Context: an optimization exercise on an open-source flow, tuned for small area. The choices shown serve that exercise and are no tape-out recipe. Only simulation tests tie the RTL to the original design; equivalence was not proved. Power is estimated from default activity; no workload was simulated.

## run A
// vga_game_top
module vga_game_top(
    input         clk,         
    input         rst_n,       
    input         BTNL,        
    input         BTNR,        
    output        VGA_HS,      
    output        VGA_VS,      
    output [3:0]  VGA_R,       
    output [3:0]  VGA_G,       
    output [3:0]  VGA_B,       
    output [7:0]  LED          
);
wire [1:0] key = {BTNR, BTNL};  
wire [10:0] xpos;
wire [9:0]  ypos;
wire        valid;
wire [2:0]  hi;    
wire        lo;    
wire [7:0]  score;
assign VGA_R = {hi[2], hi[2], hi[2] | lo, hi[2] | lo};
assign VGA_G = {hi[1], hi[1], hi[1] | lo, hi[1] | lo};
assign VGA_B = {hi[0], hi[0], hi[0] | lo, hi[0] | lo};
assign LED = score;
vga_timing u_vga_timing(
    .clk_50m(clk),
    .rst_n(rst_n),
    .hsync(VGA_HS),
    .vsync(VGA_VS),
    .valid(valid),
    .xpos(xpos),
    .ypos(ypos)
);
game_ctrl u_game_ctrl(
    .clk_50m(clk),
    .rst_n(rst_n),
    .xpos(xpos),
    .ypos(ypos),
    .valid(valid),
    .key(key),
    .hi(hi),
    .lo(lo),
    .score(score)
);
endmodule
Size in the first run: about 1100 cells after synthesis, about 26 I/O pins.
export LEC_CHECK = 0
export CAP_MARGIN = 20
export CORE_MARGIN = 2
export CORE_UTILIZATION = 40
export SLEW_MARGIN = 20
create_clock -name core_clock -period 20.0 [get_ports {clk}]
standard.sh (not shown) runs the stock make flow with config.mk's settings and CLKGATE_MAP_FILE= SYNTH_SCRIPT=/design/flow/synth_recipe.tcl, a recipe that flattens the netlist after the stock synthesis.
==> flow/flow/run.sh <==
#!/bin/bash
set -uo pipefail
W=$PWD
F=$W/flow
R=$W/orfs/results/$FLOW_PLATFORM/vga_game_top/base
log() { echo "[run.sh] $*" | tee -a $W/run_sh.log; }

log "standard synthesis"
bash standard.sh synth > $W/std_synth.log 2>&1 || { log "standard synth failed"; exit 1; }
cp $R/1_2_yosys.v $W/std_1_2_yosys.v

# area synthesis in its own work home
sed 's#log_cmd abc {\*}\$abc_args#log_cmd abc -script $::env(MY_ABC_SCRIPT) {*}[lrange $abc_args 2 end] -dont_use sky130_fd_sc_hd__clkinv_* -dont_use sky130_fd_sc_hd__clkinvlp_*#' \
    $FLOW_HOME/scripts/synth.tcl > $W/area_synth_core.tcl
sed "s#source \$::env(SCRIPTS_DIR)/synth.tcl#source $W/area_synth_core.tcl#" synth_recipe.tcl > $W/area_synth.tcl
sed -e "s#WORK_HOME=[^ ]*#WORK_HOME=$W/orfs_area#" -e "s#SYNTH_SCRIPT=[^ ]*#SYNTH_SCRIPT=$W/area_synth.tcl ADDER_MAP_FILE=#" \
    -e '/^if \[\[/,/^fi/d' standard.sh > $W/area.sh
use_area=0
if grep -q MY_ABC_SCRIPT $W/area_synth_core.tcl && grep -q area_synth_core $W/area_synth.tcl; then
  log "area synthesis"
  if MY_ABC_SCRIPT=$F/area.abc bash $W/area.sh synth > $W/area_synth.log 2>&1; then
    A=$W/orfs_area/results/$FLOW_PLATFORM/vga_game_top/base/1_2_yosys.v
    regs() { grep -E '^\s*sky130_fd_sc_hd__[a-z0-9]+_[0-9]+ ' "$1" | grep -E '__(df|edf|sdf|dl)' | sed -E 's/_[0-9]+ / /' | sort; }
    regs $W/std_1_2_yosys.v > $W/regs_std.txt
    regs $A > $W/regs_area.txt
    if [[ -s $W/regs_std.txt ]] && cmp -s $W/regs_std.txt $W/regs_area.txt; then
      use_area=1
    else
      log "register lists differ; keeping the standard netlist"
    fi
  else
    log "area synthesis failed; keeping the standard netlist"
  fi
fi
if [[ $use_area == 1 ]]; then
  log "using the area netlist"
  cp $A $R/1_2_yosys.v
  rm -f $R/1_synth.odb $R/1_synth.sdc
fi
log "layout"
bash standard.sh > $W/layout.log 2>&1 || { log "layout failed"; exit 1; }
log "done"
==> flow/flow/area.abc <==
strash
dc2
&get -n
&deepsyn -T 60
&dch -f
&nf -R 1000
&put
For run B, these inputs were changed with respect to run A:
--- a/flow/flow/run.sh
+++ b/flow/flow/run.sh
@@ -38,5 +38,10 @@
   rm -f $R/1_synth.odb $R/1_synth.sdc
 fi
-log "layout"
-bash standard.sh > $W/layout.log 2>&1 || { log "layout failed"; exit 1; }
+# extra make settings for the layout steps, one per line
+extra=()
+if [[ -f $F/make_args.txt ]]; then
+  while IFS= read -r line; do [[ -n "$line" && "$line" != \#* ]] && extra+=("$line"); done < $F/make_args.txt
+fi
+log "layout ${extra[*]:-}"
+bash standard.sh "${extra[@]}" finish > $W/layout.log 2>&1 || { log "layout failed"; exit 1; }
 log "done"
==> flow/flow/make_args.txt (new file) <==
BUFFER_PORTS_ARGS=-buffer_cell sky130_fd_sc_hd__buf_1
CTS_ARGS=-sink_clustering_enable -repair_clock_nets -dont_use_dummy_load -buf_list sky130_fd_sc_hd__clkbuf_8 -root_buf sky130_fd_sc_hd__clkbuf_8 -sink_clustering_size 30 -sink_clustering_max_diameter 100
## What came out
Changes observed in run B relative to run A: met3 demand-to-capacity share in global routing +1.4 points, clock power went down about 40%, transition at the pin with the smallest max-transition slack decreased 0.026 ns, final worst-path cycle share lost 1.3 points.
Re critical path depth: no difference whatsoever between run B and run A.
Proportion of power drawn by the clock network ended up 12 points lower on run B than on run A.
| routed length on met1 | run B vs run A | about 0.8% lower |
The global-route usage over all layers was comparable across run B and run A.
Comparing run B with run A, the hold violation total from the final report came out essentially unchanged.
The overall power after layout of run B was superior to that of run A.
Changes in run C relative to run B:
==> flow/run.sh (new file) <==
#!/bin/bash
# synth_recipe.tcl (not shown) runs the flow's synth.tcl, then flattens the netlist and writes it again
# the make line also repeats each setting of config.mk as NAME=value (left out here)
make -C /OpenROAD-flow-scripts/flow DESIGN_CONFIG=/design/flow/config.mk WORK_HOME=/design/flow/orfs CLKGATE_MAP_FILE= SYNTH_SCRIPT=/design/flow/synth_recipe.tcl finish
removed: flow/flow/run.sh
removed: flow/flow/area.abc
removed: flow/flow/make_args.txt
removed: flow/standard.sh
- Changes observed in run C relative to run B: share of the clock period used by the worst path after layout shows an increase of 1.9 points, global routing usage summed across all routing layers fell by 0.95 points, area added between synthesis and finish up 0.88 points, depth of the worst register-to-register path lower, non-clock buffer count up 1.
- From run B to run C the numbers moved as follows: core box area climbed about 35%; met3 global-route usage dropped 2.2 points.
Edits applied to the flow inputs when going from run C to run D:
==> flow/flow/run.sh (new file) <==
#!/bin/bash
set -uo pipefail
W=$PWD
F=$W/flow
R=$W/orfs/results/$FLOW_PLATFORM/vga_game_top/base
log() { echo "[run.sh] $*" | tee -a $W/run_sh.log; }

log "standard synthesis"
bash standard.sh synth > $W/std_synth.log 2>&1 || { log "standard synth failed"; exit 1; }
cp $R/1_2_yosys.v $W/std_1_2_yosys.v

# area synthesis in its own work home
sed 's#log_cmd abc {\*}\$abc_args#log_cmd abc -script $::env(MY_ABC_SCRIPT) {*}[lrange $abc_args 2 end] -dont_use sky130_fd_sc_hd__clkinv_* -dont_use sky130_fd_sc_hd__clkinvlp_*#' \
    $FLOW_HOME/scripts/synth.tcl > $W/area_synth_core.tcl
sed "s#source \$::env(SCRIPTS_DIR)/synth.tcl#source $W/area_synth_core.tcl#" synth_recipe.tcl > $W/area_synth.tcl
sed -e "s#WORK_HOME=[^ ]*#WORK_HOME=$W/orfs_area#" -e "s#SYNTH_SCRIPT=[^ ]*#SYNTH_SCRIPT=$W/area_synth.tcl ADDER_MAP_FILE=#" \
    -e '/^if \[\[/,/^fi/d' standard.sh > $W/area.sh
use_area=0
if grep -q MY_ABC_SCRIPT $W/area_synth_core.tcl && grep -q area_synth_core $W/area_synth.tcl; then
  log "area synthesis"
  if MY_ABC_SCRIPT=$F/area.abc bash $W/area.sh synth > $W/area_synth.log 2>&1; then
    A=$W/orfs_area/results/$FLOW_PLATFORM/vga_game_top/base/1_2_yosys.v
    regs() { grep -E '^\s*sky130_fd_sc_hd__[a-z0-9]+_[0-9]+ ' "$1" | grep -E '__(df|edf|sdf|dl)' | sed -E 's/_[0-9]+ / /' | sort; }
    regs $W/std_1_2_yosys.v > $W/regs_std.txt
    regs $A > $W/regs_area.txt
    if [[ -s $W/regs_std.txt ]] && cmp -s $W/regs_std.txt $W/regs_area.txt; then
      use_area=1
    else
      log "register lists differ; keeping the standard netlist"
    fi
  else
    log "area synthesis failed; keeping the standard netlist"
  fi
fi
if [[ $use_area == 1 ]]; then
  log "using the area netlist"
  cp $A $R/1_2_yosys.v
  rm -f $R/1_synth.odb $R/1_synth.sdc
fi
# extra make settings for the layout steps, one per line
extra=()
if [[ -f $F/make_args.txt ]]; then
  while IFS= read -r line; do [[ -n "$line" && "$line" != \#* ]] && extra+=("$line"); done < $F/make_args.txt
fi
log "layout ${extra[*]:-}"
bash standard.sh "${extra[@]}" finish > $W/layout.log 2>&1 || { log "layout failed"; exit 1; }
log "done"
==> flow/flow/area.abc (new file) <==
strash
dc2
&get -n
&deepsyn -T 60
&dch -f
&nf -R 1000
&put
==> flow/flow/make_args.txt (new file) <==
BUFFER_PORTS_ARGS=-buffer_cell sky130_fd_sc_hd__buf_1
CTS_ARGS=-sink_clustering_enable -repair_clock_nets -dont_use_dummy_load -buf_list sky130_fd_sc_hd__clkbuf_16 -root_buf sky130_fd_sc_hd__clkbuf_16 -sink_clustering_size 100 -sink_clustering_max_diameter 500
==> flow/standard.sh (new file) <==
#!/bin/bash
# synth_recipe.tcl (not shown) runs the flow's synth.tcl, then flattens the netlist and writes it again
# the make line also repeats each setting of config.mk as NAME=value (left out here)
make -C /OpenROAD-flow-scripts/flow DESIGN_CONFIG=/design/flow/config.mk WORK_HOME=/design/flow/orfs CLKGATE_MAP_FILE= SYNTH_SCRIPT=/design/flow/synth_recipe.tcl "${@:-finish}"
removed: flow/run.sh
Findings:
In the final reports, the cell area of run D is smaller than that of run C.
Run C has lower average vias per placed instance than run D.
Relative to run C, final cycle utilization of the critical path has decreased by 2.1 points in run D.
What run C reported for synthesized netlist net count has to be multiplied by 0.73 to get the figure for run D.
Run D vs. run C: highest clock frequency the design can meet now larger, sequential share of layout area picked up an extra 7.4 points, reported net switching power has decreased.
The inputs of run E differ from those of run D as listed below.
==> flow/flow/make_args.txt <==
BUFFER_PORTS_ARGS=-buffer_cell sky130_fd_sc_hd__buf_1
CTS_ARGS=-sink_clustering_enable -repair_clock_nets -dont_use_dummy_load -buf_list sky130_fd_sc_hd__clkbuf_4 -root_buf sky130_fd_sc_hd__clkbuf_8
--- outcome ---
Signed area change from the synthesized netlist to the final layout down 1.2 points in run E wrt run D. Side by side, number of antenna violations at the first check in global routing turned out lower in run E than in run D. The first-pass GRT wire length was comparable across run E and run D. Worst hold slack (run E over run D): increase, 0.0030 ns.

-- afterwards: timing with drivers on the ports --
No port has a modelled driver above. Below, the same layouts with a new extraction and two added sets of constraints. Step 1, drivers: a clkbuf_16 drives clk and a buf_2 each remaining input, both assumed. Step 2 also shifts input and output timing later by t, the mid clock arrival at the registers, as if the neighbouring blocks saw the same clock. Slacks: ideal ports / drivers / drivers and shift; pairs: ideal ports / drivers.
run | shift t [ns] | setup slack, ns | hold WS [ns] | worst setup path after step 2 | worst slew at a driven data input, ns
run A | 0.394 | 13.388 / 13.344 / 13.737 | 0.373 / 0.373 / 0.373 | register to output | 0.03
run B | 0.421 | 13.647 / 13.608 / 14.029 | 0.370 / 0.370 / 0.370 | register to output | 0.03
run C | 0.410 | 13.262 / 13.212 / 13.622 | 0.371 / 0.371 / 0.371 | register to output | 0.04
run D | 0.392 | 13.679 / 13.635 / 14.026 | 0.367 / 0.367 / 0.367 | register to output | 0.03
run E | 0.421 | 13.647 / 13.608 / 14.029 | 0.370 / 0.370 / 0.370 | register to output | 0.03
After both steps every run listed still meets setup and hold.
